Context: an optimization exercise on an open-source flow, tuned for small area, a short achievable clock period and few clock cycles. The choices shown serve that exercise and are no tape-out recipe.
Where RTL was checked, it was by simulation tests only, not by an equivalence proof against the original.
No driver is modelled on the clock port, so clock power and skew are understated where the tree is cut down; a real chip needs a root buffer or a tree.
Power figures rest on the tool's default switching activity, not on a simulated workload.

old:
// ELA
module ELA(clk, rst, in_data, data_rd, req, wen, addr, data_wr, done);
==> flow/config.mk <==
export PLATFORM = sky130hd
export DESIGN_NAME = ELA
export DESIGN_NICKNAME = ELA
export VERILOG_FILES = /design/flow/design.v
export SDC_FILE = /design/flow/constraint.sdc
export NUM_CORES = 8
export LEC_CHECK = 0
export CAP_MARGIN = 20
export CORE_MARGIN = 2
export CORE_UTILIZATION = 40
export SETUP_SLACK_MARGIN = 5.0
export SLEW_MARGIN = 20
export SYNTH_HIERARCHICAL = 1
==> flow/constraint.sdc <==
create_clock -name core_clock -period 7.0 [get_ports {clk}]
set_input_delay 1.4000 -clock core_clock [delete_from_list [all_inputs] [get_ports {clk}]]
set_output_delay 1.4000 -clock core_clock [all_outputs]
set_load 0.01 [all_outputs]
standard.sh (not shown) runs the stock make flow with config.mk's settings and CLKGATE_MAP_FILE= SYNTH_SCRIPT=/design/flow/synth_recipe.tcl, a recipe that flattens the netlist after the stock synthesis.
==> flow/flow/run.sh <==
#!/bin/bash
# Layout flow: the standard ORFS flow, with these changes:
#  - synthesis does not extract full/half adder cells (ADDER_MAP_FILE empty),
#    so ABC maps all of the arithmetic itself;
#  - the port buffers are sky130_fd_sc_hd__buf_2 cells;
#  - the clock tree is one level: the clock port drives four clkbuf_16 cells,
#    one per quarter of the flip-flops (flow/cts.tcl replaces ORFS's cts.tcl,
#    with clock_tree_synthesis replaced by that buffering).
set -euo pipefail
rm -rf scripts_mod
cp -r "$FLOW_HOME/scripts" scripts_mod
cp flow/cts.tcl scripts_mod/cts.tcl
bash standard.sh ADDER_MAP_FILE= \
  "BUFFER_PORTS_ARGS=-buffer_cell sky130_fd_sc_hd__buf_2" \
  "SCRIPTS_DIR=$PWD/scripts_mod" \
  finish > make_finish.log 2>&1
Other scripts of this flow, unchanged in this note and not shown: flow/flow/cts.tcl
Every stage of the flow completed for old, and the final layout passed the timing, design-rule and antenna checks.
Testbench counts of old, summed over its fixed seeds: cycles 62,688.
Here is what was changed in the inputs of new compared with old.
- SETUP_SLACK_MARGIN: 5.0 -> 4.8
[summary]
- [new] combinational power fell 7.3% relative to old
- Compared with old, in new count of unique library cells instantiated by Yosys has remained practically unchanged, total number of cells along the worst setup path went down, design area now smaller, area fraction in and, or, nand and nor cells after synthesis ~0 delta.
- The filler-free cell count of the finished design in new was lower than what old gave.
- met3 track utilization from global routing for new: 0.50 points down relative to old
- new vs old on post-route worst setup slack: new is the lower one.
- Global-route wire length before repair of new falls short of that of old by a few percent.
No run of this note takes its clock network from TritonCTS; it comes from the design's own scripts or RTL.


Another version of the RTL of ELA (not shown whole).
Size in the first run: about 120 flip-flops, ~39 I/O pins, about 5800 sq um of cells after synthesis.
clock: 7.0 ns
lec_check: 0
cap_margin: 20
core_margin: 2
core_utilization: 40
cts_buf_list: sky130_fd_sc_hd__clkbuf_8
cts_cluster_diameter: 100
cts_cluster_size: 30
setup_slack_margin: 4.6
slew_margin: 20
==> flow/flow/run.sh <==
#!/bin/bash
# Layout flow: the standard ORFS flow, with two changes:
#  - synthesis does not extract full/half adder cells (ADDER_MAP_FILE empty),
#    so ABC maps all of the arithmetic itself;
#  - the port buffers are sky130_fd_sc_hd__buf_2 cells.
set -euo pipefail
bash standard.sh ADDER_MAP_FILE= \
  "BUFFER_PORTS_ARGS=-buffer_cell sky130_fd_sc_hd__buf_2" \
  finish > make_finish.log 2>&1
Rerun with:
ABC_AREA = 1   (was unset)
CTS_BUF_LIST = sky130_fd_sc_hd__clkbuf_4   (was sky130_fd_sc_hd__clkbuf_8)
CTS_CLUSTER_SIZE = 40   (was 30)
Effect: The new run ran to the end with no violations; clock power fell by 14%; setup slack is worse by 0.041 ns; cell count goes up by 42%; global-route usage shrinks by 2.0 points; die area is higher by 13%.
Rerun with:
ABC_AREA = unset   (was 1)
The changed run finished with timing, DRC and antenna clean.
Non-clock buffer count rises by 45.
Setup slack is worse by 0.013 ns.
Total power drops by a few percent.
Flip-flop and latch count stays the same.
Worst hold slack is worse by 0.011 ns.
Wire length came out lower by a few percent.
Synthesized cell count fell by well over a third.
Rerun with:
SETUP_SLACK_MARGIN = 4.8   (was 4.6)
The new run completed without violations; routed wire length climbs by 3.2%; design area rises by 2.6%; worst hold slack stays flat; die area does not change; synthesized area stays the same; core utilization went up by 1.3 points; count of clock-buffer cells in the layout does not change; first-iteration DRC count is lower by 23%.
Function was not checked in any run of this note: the RTL went through the layout flow alone.


JK:
Another version of the RTL of ELA (not shown whole).
For scale: ~320 cells after synthesis, about 87 flip-flops, roughly 39 I/O pins, ~3900 sq um of cells after synthesis.
clock: 7.0 ns
lec_check: 0
cap_margin: 20
core_margin: 2
core_utilization: 40
setup_slack_margin: 4.7
slew_margin: 20
==> flow/flow/run.sh <==
#!/bin/bash
# Layout flow: the standard ORFS flow, with these changes:
#  - synthesis does not extract full/half adder cells (ADDER_MAP_FILE empty),
#    so ABC maps all of the arithmetic itself;
#  - the port buffers are sky130_fd_sc_hd__buf_2 cells;
#  - clock tree: large sink clusters driven by clkbuf_16 cells.
set -euo pipefail
bash standard.sh ADDER_MAP_FILE= \
  "BUFFER_PORTS_ARGS=-buffer_cell sky130_fd_sc_hd__buf_2" \
  "CTS_ARGS=-sink_clustering_enable -repair_clock_nets -sink_clustering_size 30 -sink_clustering_max_diameter 200 -buf_list sky130_fd_sc_hd__clkbuf_16 -root_buf sky130_fd_sc_hd__clkbuf_16" \
  finish > make_finish.log 2>&1
Per the final summary, JK finished and its layout is clean on timing, DRC and antenna.
Relative to JK, the following input files were edited for MS:
==> flow/flow/run.sh <==
#!/bin/bash
# Layout flow: the standard ORFS flow, with two changes:
#  - synthesis does not extract full/half adder cells (ADDER_MAP_FILE empty),
#    so ABC maps all of the arithmetic itself;
#  - the port buffers are sky130_fd_sc_hd__buf_2 cells.
set -euo pipefail
bash standard.sh ADDER_MAP_FILE= \
  "BUFFER_PORTS_ARGS=-buffer_cell sky130_fd_sc_hd__buf_2" \
  finish > make_finish.log 2>&1
diff --git a/flow/config.mk b/flow/config.mk
--- a/flow/config.mk
+++ b/flow/config.mk
@@ -11 +11,2 @@
-export SETUP_SLACK_MARGIN = 4.7
+export CTS_BUF_LIST = sky130_fd_sc_hd__clkbuf_8
+export SETUP_SLACK_MARGIN = 4.5
Findings:
Delta (MS minus JK): sum of routed wire length over all layers decreased about 6%, switching portion of total power increased by 0.49 points relative to the old numbers, per-cell via count in the routed design comparable.
Clock group power of MS falls short of that of JK by more than 10%.
As far as required time at the worst-slack endpoint is concerned, MS and JK perform about the same.
Relative area of non-clock buffer cells in the final design came out lower on MS than on JK.
Looking only at part of the power in the clock network, and setting everything else aside, the lower value of MS and JK goes to MS.
> inputs changed (MS -> AL)
diff --git a/flow/flow/run.sh b/flow/flow/run.sh
--- a/flow/flow/run.sh
+++ b/flow/flow/run.sh
@@ -2 +2 @@
-# Layout flow: the standard ORFS flow, with two changes:
+# Layout flow: the standard ORFS flow, with these changes:
@@ -5 +5,2 @@
-#  - the port buffers are sky130_fd_sc_hd__buf_2 cells.
+#  - the port buffers are sky130_fd_sc_hd__buf_2 cells;
+#  - clock tree: large sink clusters driven by clkbuf_16 cells.
@@ -8,0 +10 @@
+  "CTS_ARGS=-sink_clustering_enable -repair_clock_nets -sink_clustering_size 24 -sink_clustering_max_diameter 200 -buf_list sky130_fd_sc_hd__clkbuf_8 -root_buf sky130_fd_sc_hd__clkbuf_16" \
diff --git a/flow/config.mk b/flow/config.mk
--- a/flow/config.mk
+++ b/flow/config.mk
@@ -11 +10,0 @@
-export CTS_BUF_LIST = sky130_fd_sc_hd__clkbuf_8
Findings:
From AL to MS, number of standard-cell rows in the floorplan did not move at all.
Worst-case setup margin in the final layout is higher on AL
Layout buffer count excluding clock buffers, AL and MS: higher on AL
Looking at total via count after detailed routing across both flows, AL is the weaker of the two, with MS ahead.
Looking at AL and MS, the fmax is a wash.
Post-route fraction of the period consumed by the critical path across AL and MS: no real change.
AL ran to completion and came out clean on the timing, design-rule and antenna checks.
When the final numbers for AL and MS were put side by side, the total chip power turned out to be smaller in MS.
Routed wire in AL totals more than in MS.
The inputs of TR differ from those of AL as listed below.
==> flow/flow/run.sh <==
#!/bin/bash
# Layout flow: the standard ORFS flow, with two changes:
#  - synthesis does not extract full/half adder cells (ADDER_MAP_FILE empty),
#    so ABC maps all of the arithmetic itself;
#  - the port buffers are sky130_fd_sc_hd__buf_2 cells.
set -euo pipefail
bash standard.sh ADDER_MAP_FILE= \
  "BUFFER_PORTS_ARGS=-buffer_cell sky130_fd_sc_hd__buf_2" \
  finish > make_finish.log 2>&1
diff --git a/flow/config.mk b/flow/config.mk
--- a/flow/config.mk
+++ b/flow/config.mk
@@ -11 +11,2 @@
-export SETUP_SLACK_MARGIN = 4.5
+export CTS_BUF_LIST = sky130_fd_sc_hd__clkbuf_8
+export SETUP_SLACK_MARGIN = 4.6
Results
Number of cells produced by synthesis: TR vs AL — no meaningful difference. Of TR and AL, TR shows the lower clock group share of total power, with AL above it. From AL to TR the numbers moved as follows: final period demand of the worst path higher, remaining max-slew budget at the tightest pin lower, global routing usage on met1 higher.
Function was not checked in any run of this note: the RTL went through the layout flow alone.


job 6886:
The RTL this note starts from:
==> flow/design.v <==
`timescale 1ns/10ps
module ELA(clk, rst, in_data, data_rd, req, wen, addr, data_wr, done);
	input				clk;
	input				rst;
	input		[7:0]	in_data;
	input		[7:0]	data_rd;
	output				req;
	output	reg			wen;
	output	reg	[9:0]	addr;
	output	reg	[7:0]	data_wr;	 
	output				done;
	reg			interp, fin;
	reg			reqn;		 
	reg			s_rb, s_w;	 
	reg	[7:0]	x;	 
	reg	[7:0]	y;	 
	reg	[7:0]	pp;	 
	reg	[7:0]	q;	 
	reg	[7:0]	r;	 
	reg	[7:0]	dreg, areg;	 
	reg	[7:0]	m;			 
	wire s_rt = ~s_rb & ~s_w;
	assign req  = ~reqn;
	assign done = fin;
	wire [8:0] ix = {addr[9:6], addr[4:0]};
	wire [8:0] kst = {s_rb, s_rb, s_rb, s_rt & interp, s_rb, s_rb, s_rb,
			s_rb | s_w, s_w | ~interp & wen};
	function [8:0] add9;
		input [8:0] u, v;
		integer j; reg c;
		begin
			c = 1'b0;
			for (j = 0; j < 9; j = j + 1) begin
				add9[j] = u[j] ^ v[j] ^ c;
				c = (u[j] & v[j]) | (c & (u[j] ^ v[j]));
			end
		end
	endfunction
	wire [8:0] i_next = add9(ix, kst);
	wire [7:0] d_xy, a_xy;
	ELA_absd u_absd(.x(x), .y(y), .d(d_xy));
	ELA_avg u_avg(.x(x), .y(y), .a(a_xy));
	always @(posedge clk) begin
		dreg <= d_xy;
		areg <= a_xy;
	end
	wire edge_col = (ix[4:0] == 5'd1) || (ix[4:0] == 5'd2);
	wire le;
	ELA_le8 u_le(.v(dreg), .u(m), .le(le));
	wire take = s_w | le | (s_rb & edge_col);
	always @(posedge clk) begin
		if (s_w | ~s_rb & le)	 
			m <= dreg;
		if (!interp)
			data_wr <= in_data;
		else if (take)
			data_wr <= areg;
	end
	always @(posedge clk or posedge rst) begin
		if (rst) begin
			interp <= 1'b0;
			reqn <= 1'b0;
			fin <= 1'b0;
			s_rb <= 1'b0;
			s_w <= 1'b0;
			wen <= 1'b0;
		end else if (fin) begin
			wen <= 1'b0;
		end else begin
			if (!interp) begin
				wen <= ~(wen & (&ix));
				if (wen & (&ix)) begin
					interp <= 1'b1;
					reqn <= 1'b1;
				end
			end else begin
				s_rb <= s_rt;
				s_w <= s_rb;
				wen <= s_rb & (ix[8:1] != 8'd16);
				if (s_rb && ix[8:5] == 4'd0 && ix[0])
					fin <= 1'b1;
			end
		end
	end
	always @(posedge clk)
		addr <= (interp | wen) ? {i_next[8:5], interp & s_rb, i_next[4:0]} : 10'd0;
	always @(posedge clk) begin
		if (s_rt) begin
			x <= y; y <= data_rd; r <= x;
		end else if (s_rb) begin
			x <= r; y <= data_rd; r <= pp; pp <= y;
		end else begin
			x <= r; y <= q; q <= y; r <= pp;
		end
	end
endmodule
module ELA_le8(v, u, le);
	input	[7:0]	v, u;
	output			le;
	wire [7:0] g = v & ~u;
	wire [7:0] e = ~(v ^ u);
	wire g10 = g[1] | e[1] & g[0], e10 = e[1] & e[0];
	wire g32 = g[3] | e[3] & g[2], e32 = e[3] & e[2];
	wire g54 = g[5] | e[5] & g[4], e54 = e[5] & e[4];
	wire g76 = g[7] | e[7] & g[6], e76 = e[7] & e[6];
	wire g30 = g32 | e32 & g10;
	wire g74 = g76 | e76 & g54, e74 = e76 & e54;
	assign le = ~(g74 | e74 & g30);
endmodule
module ELA_absd(x, y, d);
	input	[7:0]	x, y;
	output	reg	[7:0]	d;
	reg [7:0] g, e, G1, E1, G2, E2, G3, E3, bo, bo2;
	integer i;
	always @(*) begin
		g = x & ~y;
		e = ~(x ^ y);
		for (i = 0; i < 8; i = i + 1)
			if (i % 2 == 1) begin G1[i] = g[i] | e[i] & g[i-1]; E1[i] = e[i] & e[i-1]; end
			else begin G1[i] = g[i]; E1[i] = e[i]; end
		for (i = 0; i < 8; i = i + 1)
			if (i % 4 >= 2) begin G2[i] = G1[i] | E1[i] & G1[(i/4)*4+1]; E2[i] = E1[i] & E1[(i/4)*4+1]; end
			else begin G2[i] = G1[i]; E2[i] = E1[i]; end
		for (i = 0; i < 8; i = i + 1)
			if (i >= 4) begin G3[i] = G2[i] | E2[i] & G2[3]; E3[i] = E2[i] & E2[3]; end
			else begin G3[i] = G2[i]; E3[i] = E2[i]; end
		bo  = {~(G3[6:0] | E3[6:0]), 1'b0};
		bo2 = {G3[6:0], 1'b0};
		d = G3[7] ? (~e ^ bo) : (~e ^ bo2);
	end
endmodule
module ELA_avg(x, y, a);
	input	[7:0]	x, y;
	output	reg	[7:0]	a;
	reg [7:0] g, p, G1, P1, G2, P2, G3, P3;
	integer i;
	always @(*) begin
		g = x & y; p = x ^ y;
		for (i = 0; i < 8; i = i + 1)
			if (i % 2 == 1) begin G1[i] = g[i] | p[i] & g[i-1]; P1[i] = p[i] & p[i-1]; end
			else begin G1[i] = g[i]; P1[i] = p[i]; end
		for (i = 0; i < 8; i = i + 1)
			if (i % 4 >= 2) begin G2[i] = G1[i] | P1[i] & G1[(i/4)*4+1]; P2[i] = P1[i] & P1[(i/4)*4+1]; end
			else begin G2[i] = G1[i]; P2[i] = P1[i]; end
		for (i = 0; i < 8; i = i + 1)
			if (i >= 4) begin G3[i] = G2[i] | P2[i] & G2[3]; P3[i] = P2[i] & P2[3]; end
			else begin G3[i] = G2[i]; P3[i] = P2[i]; end
		a = {G3[7], p[7:1] ^ G3[6:0]};
	end
endmodule
Settings: LEC_CHECK=0, CAP_MARGIN=20, CORE_MARGIN=2, CORE_UTILIZATION=40, SETUP_SLACK_MARGIN=4.85, SLEW_MARGIN=20, SYNTH_HIERARCHICAL=1; clock period 7.0 ns.
==> flow/flow/run.sh <==
#!/bin/bash
# Layout flow: the standard ORFS flow (standard.sh), with these changes:
#  - synthesis does not extract full/half adder cells (ADDER_MAP_FILE empty),
#    so ABC maps all of the arithmetic itself;
#  - the port buffers are sky130_fd_sc_hd__buf_1 cells;
#  - the clock tree is one level: the clock port drives four clkbuf_16 cells,
#    one per quarter of the flip-flops. flow/cts.tcl (made by gen/make_cts.py
#    from ORFS's scripts/cts.tcl) replaces ORFS's cts.tcl in a copy of the
#    scripts folder; clock_tree_synthesis is replaced by that buffering.
# make's output goes to make_finish.log; each ORFS step writes its own log
# under orfs/logs/.
set -euo pipefail
rm -rf scripts_mod
cp -r "$FLOW_HOME/scripts" scripts_mod
cp flow/cts.tcl scripts_mod/cts.tcl
bash standard.sh ADDER_MAP_FILE= \
  "BUFFER_PORTS_ARGS=-buffer_cell sky130_fd_sc_hd__buf_1" \
  "SCRIPTS_DIR=$PWD/scripts_mod" \
  finish > make_finish.log 2>&1
Other scripts of this flow, unchanged in this note and not shown: flow/flow/cts.tcl
Job 6886 finished end to end and its layout was clean on timing, DRC and antenna.
## Diff of input files: job 6095 against job 6886
- changing CORE_UTILIZATION from 40 to 60
- changing SETUP_SLACK_MARGIN from 4.85 to 4.9
==> comparison <==
- On fraction of power consumed by combinational cells, the lower figure sits with job 6886, not job 6095.
- When job 6095 is measured against job 6886, its overall power of the completed layout turns out 0.40% lower.
- Final instance area: job 6095 > job 6886
- When job 6095 is measured against job 6886, its average wire per cell in the routed design turns out 4.1% higher.
- Vias: job 6095 below job 6886
- Taking job 6095 over job 6886, the routed wire length ratio works out to 0.950.
- Compare job 6095 and job 6886 | number of fill cells higher: job 6886
- Of job 6095 and job 6886, the run reporting the lower buffers inserted during post-CTS setup optimization was job 6886.
--- input diff job 6095..job 6191 ---
- SETUP_SLACK_MARGIN now 4.85, was 4.9
Results
Post-layout worst setup margin (lower): job 6191. Taking job 6095 as the reference, in job 6191 headroom to the max-slew limit went down by 5.1 points; post-route cell area went down by 84 sq um; tap cell count was more or less identical; power was more or less identical. Of the two values seen for worst setup path startpoint, fin was produced by job 6095 and addr[6] by job 6191.
No functional check of the RTL was part of any run of this note. No run of this note takes its clock network from TritonCTS; it comes from the design's own scripts or RTL.

## separate check: timing with driven ports
Ports are ideal in the flow. The routed layouts listed here were re-timed in OpenROAD. Step 1 sets driving cells, clkbuf_16 on the clock port and buf_2 on the other inputs (assumed; they add their load-dependent delay and slew). Step 2 also shifts input and output timing later by t, the mid clock arrival at the registers, as if the neighbouring blocks saw the same clock. Slacks: no drivers / after step 1 / after step 2; pairs: no drivers / after step 1.
| run | t (ns) | setup WS [ns] | cell pins on the clock port's net |
|---|---|---|---|
| old | 0.228 | 4.799 / 4.749 / 4.799 | 4 |
| new | 0.224 | 4.786 / 4.749 / 4.786 | 4 |
| the first run of note 2 | 0.467 | 4.463 / 4.463 / 4.463 | 1 |
| the second run of note 2 | 0.567 | 4.422 / 4.385 / 4.881 | 1 |
| the third run of note 2 | 0.570 | 4.409 / 4.373 / 4.468 | 1 |
| the fourth run of note 2 | 0.552 | 4.419 / 4.385 / 4.502 | 1 |
| JK | 0.362 | 4.436 / 4.436 / 4.436 | 1 |
| MS | 0.374 | 4.429 / 4.429 / 4.429 | 1 |
| AL | 0.364 | 4.436 / 4.436 / 4.436 | 1 |
| TR | 0.372 | 4.430 / 4.430 / 4.430 | 1 |
| job 6886 | 0.227 | 4.872 / 4.797 / 4.943 | 4 |
| job 6095 | 0.225 | 4.900 / 4.822 / 4.995 | 4 |
| job 6191 | 0.225 | 4.883 / 4.805 / 4.941 | 4 |
After both steps every run listed still meets setup and hold.
